This design comes from an exercise in tuning for small area, a short achievable clock period and few clock cycles per item on the open sky130 flow, not from production work.
Where RTL was checked, it was by simulation tests only, not by an equivalence proof against the original.
Power figures rest on the tool's default switching activity, not on a simulated workload.

==> job 1677: inputs <==
==> flow/design.v <==
`timescale 1ns / 1ps
module montgomery(
  input           clk,
  input           resetn,
  input           start,
  input  [380:0]  in_a,
  input  [380:0]  in_b,
  input  [380:0]  in_m,
  input           out_read,
  output [380:0]  result,
  output reg      done
);
  localparam W = 386;    
  reg  [383:0] S;        
  reg  [383:0] C;        
  reg          corr;     
  reg        m_it;       
  reg        m_rs;       
  reg        first;      
  reg        safe;       
  reg  [7:0] cnt;        
  reg        d_one, d_two, d_neg;        
  reg        q_one, q_two, q_neg;        
  reg        k_one, y_neg;               
  reg        n_hi, n_lo, cur_hi;         
  reg  [2:0]   b_lo;
  reg  [3:0]   m_lo;
  reg  [4:0]   m_hi;
  wire [W-1:0] Bx = {{(W-381){1'b0}}, in_b[380:3], b_lo};
  wire [W-1:0] Mx = {{(W-381){1'b0}}, in_m[380:4], m_lo};
  wire [1:0]   u     = S[383:382] + C[383:382];
  wire [W-1:0] S_ext = {{(W-383){u[1]}}, u[0], S[381:0]};
  wire [W-1:0] C_ext = {{(W-382){1'b0}}, C[381:0]};
  wire [W-1:0] S_in = m_it ? S_ext : m_rs ? {S_ext[W-3:0], 2'b00} : {W{1'b0}};
  wire [W-1:0] C_in = m_it ? C_ext : m_rs ? {C_ext[W-3:0], 2'b00} : {W{1'b0}};
  wire [W-1:0] Zoc = (({W{d_one}} & Bx) | ({W{d_two}} & {Bx[W-2:0], 1'b0})) ^ {W{d_neg}};
  wire [W-1:0] X;
  assign X[0]       = corr & m_it;
  assign X[1]       = Zoc[0];
  assign X[2]       = Zoc[1] | (corr & m_rs);
  assign X[W-1:3]   = Zoc[W-2:2];
  wire [W-1:0] Ysel = ({W{q_one}} & Mx) | ({W{q_two}} & {Mx[W-2:0], 1'b0})
                    | ({W{k_one}} & {Mx[W-3:0], 2'b00});
  wire [W-1:0] Y;
  assign Y[0]     = q_one;
  assign Y[1]     = Ysel[1] ^ q_neg;
  assign Y[2]     = (Ysel[2] & ~k_one) ^ q_neg | k_one;
  assign Y[W-1:3] = Ysel[W-1:3] ^ {(W-3){y_neg}};
  wire [W-1:0] sum1 = S_in ^ C_in ^ X;
  wire [W-1:0] cy1  = {(S_in[W-2:0] & C_in[W-2:0]) | (S_in[W-2:0] & X[W-2:0]) | (C_in[W-2:0] & X[W-2:0]), d_neg};
  wire [W-1:0] P    = sum1 ^ cy1 ^ Y;
  wire [W-1:0] Q    = {(sum1[W-2:0] & cy1[W-2:0]) | (sum1[W-2:0] & Y[W-2:0]) | (cy1[W-2:0] & Y[W-2:0]), d_neg};
  wire [383:0] S_next = P[W-1:2];
  wire [383:0] C_next = Q[W-1:2];
  wire         corr_next = P[1] | P[0];
  wire         cz     = ~|C[381:0];
  wire         sgn    = u[1];
  wire last = (cnt == 8'd192);
  wire go   = ~m_it & ~m_rs & start;
  function [2:0] booth(input hi, input lo, input pr);
    begin
      booth[0] = lo ^ pr;                            
      booth[1] = (hi & ~lo & ~pr) | (~hi & lo & pr);  
      booth[2] = hi & ~(lo & pr);                     
    end
  endfunction
  wire [2:0] nd = m_it ? booth(n_hi, n_lo, cur_hi) : booth(in_a[1], in_a[0], 1'b0);
  wire [511:0] ax = {131'b0, in_a};
  wire [7:0]   cnt_next = go ? 8'd2 : cnt + 8'd1;
  wire [3:0]   o_next   = m_it ? cnt[3:0] + 4'd1 : 4'd2;
  reg  [11:0]  g_hi, g_lo;
  integer gi;
  always @(posedge clk) begin
    for (gi = 0; gi < 12; gi = gi + 1) begin
      g_hi[gi] <= ax[{gi[3:0], o_next, 1'b1}];
      g_lo[gi] <= ax[{gi[3:0], o_next, 1'b0}];
    end
  end
  wire a_hi = g_hi[cnt[7:4]];
  wire a_lo = g_lo[cnt[7:4]];
  wire [1:0] t0;
  assign t0[0] = P[2] ^ Q[2] ^ corr_next;
  assign t0[1] = ((P[2] & Q[2]) | (P[2] & corr_next) | (Q[2] & corr_next))
               ^ P[3] ^ Q[3] ^ (nd[0] & b_lo[0]);
  wire [1:0] qq = m_it ? {t0[1] ^ (t0[0] & ~m_lo[1]), t0[0]}
                       : {in_a[0] & in_b[0], 1'b0};
  wire [8:0] vh   = {1'b0, ~S_ext[383], S_ext[382:376]} + {3'd0, C[381:376]} + 9'd1;
  wire conf   = m_hi[4];
  wire est_hi = conf & (vh >= {4'd4, m_hi});             
  wire est_lo = conf & (vh <= 9'd127);                     
  wire to_it = go | (m_it & ~last);
  always @(posedge clk) begin
    S    <= S_next;
    C    <= C_next;
    corr <= corr_next;
    n_hi   <= m_it ? a_hi : in_a[3];
    n_lo   <= m_it ? a_lo : in_a[2];
    cur_hi <= m_it ? n_hi : in_a[1];
    if (~m_it & ~m_rs) begin
      b_lo <= in_b[2:0];
      m_lo <= in_m[3:0];
      m_hi <= in_m[380:376];
    end
  end
  always @(posedge clk or negedge resetn) begin
    if (!resetn) begin
      m_it <= 1'b0; m_rs <= 1'b0; first <= 1'b0; safe <= 1'b0; done <= 1'b0;
      cnt <= 8'd0;
      d_one <= 1'b0; d_two <= 1'b0; d_neg <= 1'b0;
      q_one <= 1'b0; q_two <= 1'b0; q_neg <= 1'b0;
      k_one <= 1'b0; y_neg <= 1'b0;
    end else begin
      d_one <= to_it & nd[0];
      d_two <= to_it & nd[1];
      d_neg <= to_it & nd[2];
      q_one <= to_it & qq[0];
      q_two <= to_it & (qq == 2'd2);
      q_neg <= to_it & (qq == 2'd3);
      cnt   <= cnt_next;
      k_one <= 1'b0;
      y_neg <= to_it & (qq == 2'd3);
      if (go) begin
        m_it <= 1'b1;
      end else if (m_it) begin
        if (last) begin
          m_it  <= 1'b0;
          m_rs  <= 1'b1;
          first <= 1'b1;
        end
      end else if (m_rs & ~done) begin
        if (first) begin
          first <= 1'b0;
          safe  <= conf;
          k_one <= est_hi | est_lo;
          y_neg <= est_hi;
        end else if (cz & ~k_one) begin
          if (sgn) begin
            k_one <= 1'b1;
            safe  <= 1'b1;
          end else if (safe) begin
            done  <= 1'b1;
          end else begin
            k_one <= 1'b1;
            y_neg <= 1'b1;
            safe  <= 1'b1;
          end
        end
      end else if (done & out_read) begin
        done <= 1'b0;
        m_rs <= 1'b0;
      end
    end
  end
  assign result = S[380:0];
endmodule
==> flow/flow/run.sh <==
#!/bin/bash
set -euo pipefail
export BUFFER_PORTS_ARGS="-buffer_cell sky130_fd_sc_hd__buf_1"
export SETUP_SLACK_MARGIN=6.6
bash standard.sh finish > standard_flow.log 2>&1
==> flow/standard.sh <==
#!/bin/bash
# synth_recipe.tcl (not shown) runs the flow's synth.tcl, then flattens the netlist and writes it again
# the make line also repeats each setting of config.mk as NAME=value (left out here)
make -C /OpenROAD-flow-scripts/flow DESIGN_CONFIG=/design/flow/config.mk WORK_HOME=/design/flow/orfs CLKGATE_MAP_FILE= SYNTH_SCRIPT=/design/flow/synth_recipe.tcl "${@:-finish}"
==> flow/config.mk <==
export PLATFORM = sky130hd
export DESIGN_NAME = montgomery
export DESIGN_NICKNAME = montgomery
export VERILOG_FILES = /design/flow/design.v
export SDC_FILE = /design/flow/constraint.sdc
export NUM_CORES = 8
export LEC_CHECK = 0
export CAP_MARGIN = 20
export CORE_MARGIN = 2
export CORE_UTILIZATION = 30
export CTS_CLUSTER_DIAMETER = 100
export CTS_CLUSTER_SIZE = 20
export SLEW_MARGIN = 20
==> flow/constraint.sdc <==
create_clock -name core_clock -period 10.0 [get_ports {clk}]
set_input_delay 2.0000 -clock core_clock [delete_from_list [all_inputs] [get_ports {clk}]]
set_output_delay 2.0000 -clock core_clock [all_outputs]
set_load 0.01 [all_outputs]
==> inputs of job 1176, as changes to job 1677 <==
--- a/flow/design.v
+++ b/flow/design.v
@@ -14,3 +14,3 @@
   reg  [383:0] S;        
-  reg  [383:0] C;        
+  reg  [381:0] C;        
   reg          corr;     
@@ -25,12 +25,8 @@
   reg        n_hi, n_lo, cur_hi;         
-  reg  [2:0]   b_lo;
-  reg  [3:0]   m_lo;
-  reg  [4:0]   m_hi;
-  wire [W-1:0] Bx = {{(W-381){1'b0}}, in_b[380:3], b_lo};
-  wire [W-1:0] Mx = {{(W-381){1'b0}}, in_m[380:4], m_lo};
-  wire [1:0]   u     = S[383:382] + C[383:382];
-  wire [W-1:0] S_ext = {{(W-383){u[1]}}, u[0], S[381:0]};
-  wire [W-1:0] C_ext = {{(W-382){1'b0}}, C[381:0]};
-  wire [W-1:0] S_in = m_it ? S_ext : m_rs ? {S_ext[W-3:0], 2'b00} : {W{1'b0}};
-  wire [W-1:0] C_in = m_it ? C_ext : m_rs ? {C_ext[W-3:0], 2'b00} : {W{1'b0}};
+  wire [W-1:0] Bx = {{(W-381){1'b0}}, in_b};
+  wire [W-1:0] Mx = {{(W-381){1'b0}}, in_m};
+  wire [W-1:0] S_ext = {{2{S[383]}}, S};
+  wire [W-1:0] C_ext = {{(W-382){1'b0}}, C};
+  wire [W-1:0] S_in = ({W{m_it}} & S_ext) | ({W{m_rs}} & {S_ext[W-3:0], 2'b00});
+  wire [W-1:0] C_in = ({W{m_it}} & C_ext) | ({W{m_rs}} & {C_ext[W-3:0], 2'b00});
   wire [W-1:0] Zoc = (({W{d_one}} & Bx) | ({W{d_two}} & {Bx[W-2:0], 1'b0})) ^ {W{d_neg}};
@@ -52,9 +48,8 @@
   wire [W-1:0] Q    = {(sum1[W-2:0] & cy1[W-2:0]) | (sum1[W-2:0] & Y[W-2:0]) | (cy1[W-2:0] & Y[W-2:0]), d_neg};
-  wire [383:0] S_next = P[W-1:2];
-  wire [383:0] C_next = Q[W-1:2];
+  wire [1:0]   u      = P[W-1:W-2] + Q[W-1:W-2];
+  wire [383:0] S_next = {u[1], u[0], P[W-3:2]};
+  wire [381:0] C_next = Q[W-3:2];
   wire         corr_next = P[1] | P[0];
-  wire         cz     = ~|C[381:0];
-  wire         sgn    = u[1];
-  wire last = (cnt == 8'd192);
-  wire go   = ~m_it & ~m_rs & start;
+  wire         cz     = ~|C;
+  wire         sgn    = S[383];
   function [2:0] booth(input hi, input lo, input pr);
@@ -68,24 +63,15 @@
   wire [511:0] ax = {131'b0, in_a};
-  wire [7:0]   cnt_next = go ? 8'd2 : cnt + 8'd1;
-  wire [3:0]   o_next   = m_it ? cnt[3:0] + 4'd1 : 4'd2;
-  reg  [11:0]  g_hi, g_lo;
-  integer gi;
-  always @(posedge clk) begin
-    for (gi = 0; gi < 12; gi = gi + 1) begin
-      g_hi[gi] <= ax[{gi[3:0], o_next, 1'b1}];
-      g_lo[gi] <= ax[{gi[3:0], o_next, 1'b0}];
-    end
-  end
-  wire a_hi = g_hi[cnt[7:4]];
-  wire a_lo = g_lo[cnt[7:4]];
-  wire [1:0] t0;
-  assign t0[0] = P[2] ^ Q[2] ^ corr_next;
-  assign t0[1] = ((P[2] & Q[2]) | (P[2] & corr_next) | (Q[2] & corr_next))
-               ^ P[3] ^ Q[3] ^ (nd[0] & b_lo[0]);
-  wire [1:0] qq = m_it ? {t0[1] ^ (t0[0] & ~m_lo[1]), t0[0]}
-                       : {in_a[0] & in_b[0], 1'b0};
-  wire [8:0] vh   = {1'b0, ~S_ext[383], S_ext[382:376]} + {3'd0, C[381:376]} + 9'd1;
-  wire conf   = m_hi[4];
-  wire est_hi = conf & (vh >= {4'd4, m_hi});             
-  wire est_lo = conf & (vh <= 9'd127);                     
+  wire a_hi = ax[{cnt, 1'b1}];
+  wire a_lo = ax[{cnt, 1'b0}];
+  wire       zoc0 = (nd[0] & in_b[0]) ^ nd[2];
+  wire [1:0] t0 = {1'b0, P[2]} + {1'b0, Q[2]} + {1'b0, corr_next} + {nd[2], 1'b0}
+                + {P[3] ^ Q[3] ^ zoc0, 1'b0};
+  wire [1:0] qq = in_m[1] ? t0 : (2'd0 - t0);
+  wire [14:0] vh   = {1'b0, ~S[383], S[382:370]} + {3'b000, C[381:370]};
+  wire [14:0] mt   = {4'b0, in_m[380:370]};
+  wire conf   = in_m[380];
+  wire est_hi = conf & (vh >= mt + 15'd8191);    
+  wire est_lo = conf & (vh <= 15'd8190);         
+  wire last = (cnt == 8'd192);
+  wire go   = ~m_it & ~m_rs & start;
   wire to_it = go | (m_it & ~last);
@@ -98,7 +84,2 @@
     cur_hi <= m_it ? n_hi : in_a[1];
-    if (~m_it & ~m_rs) begin
-      b_lo <= in_b[2:0];
-      m_lo <= in_m[3:0];
-      m_hi <= in_m[380:376];
-    end
   end
@@ -118,3 +99,3 @@
       q_neg <= to_it & (qq == 2'd3);
-      cnt   <= cnt_next;
+      cnt   <= go ? 8'd2 : cnt + 8'd1;
       k_one <= 1'b0;
==> flow/run.sh (new file) <==
#!/bin/bash
# synth_recipe.tcl (not shown) runs the flow's synth.tcl, then flattens the netlist and writes it again
# the make line also repeats each setting of config.mk as NAME=value (left out here)
make -C /OpenROAD-flow-scripts/flow DESIGN_CONFIG=/design/flow/config.mk WORK_HOME=/design/flow/orfs CLKGATE_MAP_FILE= SYNTH_SCRIPT=/design/flow/synth_recipe.tcl finish
--- a/flow/config.mk
+++ b/flow/config.mk
@@ -7,7 +7,5 @@
 export LEC_CHECK = 0
-export CAP_MARGIN = 20
+export CAP_MARGIN = 40
 export CORE_MARGIN = 2
 export CORE_UTILIZATION = 30
-export CTS_CLUSTER_DIAMETER = 100
-export CTS_CLUSTER_SIZE = 20
-export SLEW_MARGIN = 20
+export SLEW_MARGIN = 40
removed: flow/flow/run.sh
removed: flow/standard.sh
==> inputs of job 3589, as changes to job 1677 <==
--- a/flow/design.v
+++ b/flow/design.v
@@ -25,7 +25,4 @@
   reg        n_hi, n_lo, cur_hi;         
-  reg  [2:0]   b_lo;
-  reg  [3:0]   m_lo;
-  reg  [4:0]   m_hi;
-  wire [W-1:0] Bx = {{(W-381){1'b0}}, in_b[380:3], b_lo};
-  wire [W-1:0] Mx = {{(W-381){1'b0}}, in_m[380:4], m_lo};
+  wire [W-1:0] Bx = {{(W-381){1'b0}}, in_b};
+  wire [W-1:0] Mx = {{(W-381){1'b0}}, in_m};
   wire [1:0]   u     = S[383:382] + C[383:382];
@@ -57,4 +54,2 @@
   wire         sgn    = u[1];
-  wire last = (cnt == 8'd192);
-  wire go   = ~m_it & ~m_rs & start;
   function [2:0] booth(input hi, input lo, input pr);
@@ -68,24 +63,14 @@
   wire [511:0] ax = {131'b0, in_a};
-  wire [7:0]   cnt_next = go ? 8'd2 : cnt + 8'd1;
-  wire [3:0]   o_next   = m_it ? cnt[3:0] + 4'd1 : 4'd2;
-  reg  [11:0]  g_hi, g_lo;
-  integer gi;
-  always @(posedge clk) begin
-    for (gi = 0; gi < 12; gi = gi + 1) begin
-      g_hi[gi] <= ax[{gi[3:0], o_next, 1'b1}];
-      g_lo[gi] <= ax[{gi[3:0], o_next, 1'b0}];
-    end
-  end
-  wire a_hi = g_hi[cnt[7:4]];
-  wire a_lo = g_lo[cnt[7:4]];
-  wire [1:0] t0;
-  assign t0[0] = P[2] ^ Q[2] ^ corr_next;
-  assign t0[1] = ((P[2] & Q[2]) | (P[2] & corr_next) | (Q[2] & corr_next))
-               ^ P[3] ^ Q[3] ^ (nd[0] & b_lo[0]);
-  wire [1:0] qq = m_it ? {t0[1] ^ (t0[0] & ~m_lo[1]), t0[0]}
-                       : {in_a[0] & in_b[0], 1'b0};
+  wire a_hi = ax[{cnt, 1'b1}];
+  wire a_lo = ax[{cnt, 1'b0}];
+  wire       zoc0 = (nd[0] & in_b[0]) ^ nd[2];
+  wire [1:0] t0 = {1'b0, P[2]} + {1'b0, Q[2]} + {1'b0, corr_next} + {nd[2], 1'b0}
+                + {P[3] ^ Q[3] ^ zoc0, 1'b0};
+  wire [1:0] qq = in_m[1] ? t0 : (2'd0 - t0);
   wire [8:0] vh   = {1'b0, ~S_ext[383], S_ext[382:376]} + {3'd0, C[381:376]} + 9'd1;
-  wire conf   = m_hi[4];
-  wire est_hi = conf & (vh >= {4'd4, m_hi});             
+  wire conf   = in_m[380];
+  wire est_hi = conf & (vh >= {4'd4, in_m[380:376]});    
   wire est_lo = conf & (vh <= 9'd127);                     
+  wire last = (cnt == 8'd192);
+  wire go   = ~m_it & ~m_rs & start;
   wire to_it = go | (m_it & ~last);
@@ -98,7 +83,2 @@
     cur_hi <= m_it ? n_hi : in_a[1];
-    if (~m_it & ~m_rs) begin
-      b_lo <= in_b[2:0];
-      m_lo <= in_m[3:0];
-      m_hi <= in_m[380:376];
-    end
   end
@@ -118,3 +98,3 @@
       q_neg <= to_it & (qq == 2'd3);
-      cnt   <= cnt_next;
+      cnt   <= go ? 8'd2 : cnt + 8'd1;
       k_one <= 1'b0;
==> flow/flow/run.sh (replaced) <==
#!/bin/bash
set -euo pipefail
export BUFFER_PORTS_ARGS="-buffer_cell sky130_fd_sc_hd__buf_1"
export SETUP_SLACK_MARGIN=6.5
bash standard.sh finish > standard_flow.log 2>&1
--- a/flow/config.mk
+++ b/flow/config.mk
@@ -7,7 +7,5 @@
 export LEC_CHECK = 0
-export CAP_MARGIN = 20
+export CAP_MARGIN = 40
 export CORE_MARGIN = 2
 export CORE_UTILIZATION = 30
-export CTS_CLUSTER_DIAMETER = 100
-export CTS_CLUSTER_SIZE = 20
-export SLEW_MARGIN = 20
+export SLEW_MARGIN = 40
==> inputs of job 4607, as changes to job 1677 <==
==> flow/flow/run.sh (replaced) <==
#!/bin/bash
set -euo pipefail
export BUFFER_PORTS_ARGS="-buffer_cell sky130_fd_sc_hd__buf_1"
export SETUP_SLACK_MARGIN=6.5
bash standard.sh finish > standard_flow.log 2>&1
--- a/flow/config.mk
+++ b/flow/config.mk
@@ -9,3 +9,3 @@
 export CORE_MARGIN = 2
-export CORE_UTILIZATION = 30
+export CORE_UTILIZATION = 35
 export CTS_CLUSTER_DIAMETER = 100
==> summary of the runs <==
Job 4607 went through all stages and came out clean. Job 1677 went through all stages and came out clean. Job 1176 produced a clean layout. Job 3589 completed without violations. Maximum frequency, highest first: job 1677, job 4607, job 3589, job 1176. The lowest critical path depth belongs to job 4607, the highest to job 3589. Final area, lowest first: job 4607, job 3589, job 1677, job 1176. Between job 4607 and job 1176, the lower sequential share of layout area is in job 1176 (gap 4.8 points). In job 1677 the first-iteration DRC count is higher than in job 1176, by 12%. Final cell count: job 4607 < job 3589 < job 1677 < job 1176. Total power: job 4607 is lower than job 1176 (about 2.7%).
Testbench counts of job 1677, summed over its fixed seeds: cycles 38,216, items 192.
Testbench counts of job 3589, summed over its fixed seeds: cycles 38,216, items 192.
Testbench counts of job 4607, summed over its fixed seeds: cycles 38,216, items 192.
The RTL of job 1176 was laid out without a check of its function.

[what the ideal ports hide]
The flow's constraints put no driver on any port. The routed layouts listed below were extracted and timed again, unchanged, in two steps. Step 1 assumes that a clkbuf_16 drives the clock port and a buf_2 every other input. Step 2 moves the port delays by t, midway between the first and last clock arrival at a register: inputs arrive t later, outputs are due t later. That takes back most of the time a late clock gives input paths. a / b / c = no drivers / after step 1 / after step 2; a / b = the first two.
run	t, ns	setup WS [ns]	worst setup path at the end	clock arrival spread, ns	worst slew at a driven data input, ns
job 1677	0.819	6.590 / 6.511 / 5.746	input to register	0.072 / 0.072	0.54
job 1176	0.822	4.625 / 4.690 / 3.868	input to register	0.074 / 0.074	0.38
job 3589	0.853	5.538 / 5.577 / 4.724	input to register	0.049 / 0.048	0.41
job 4607	0.770	6.506 / 6.414 / 5.970	input to register	0.081 / 0.081	0.48
After both steps every run listed still meets setup and hold. The setup slack of job 1677, which loses most, moves by -0.079 ns with the drivers and by -0.844 ns with both steps.
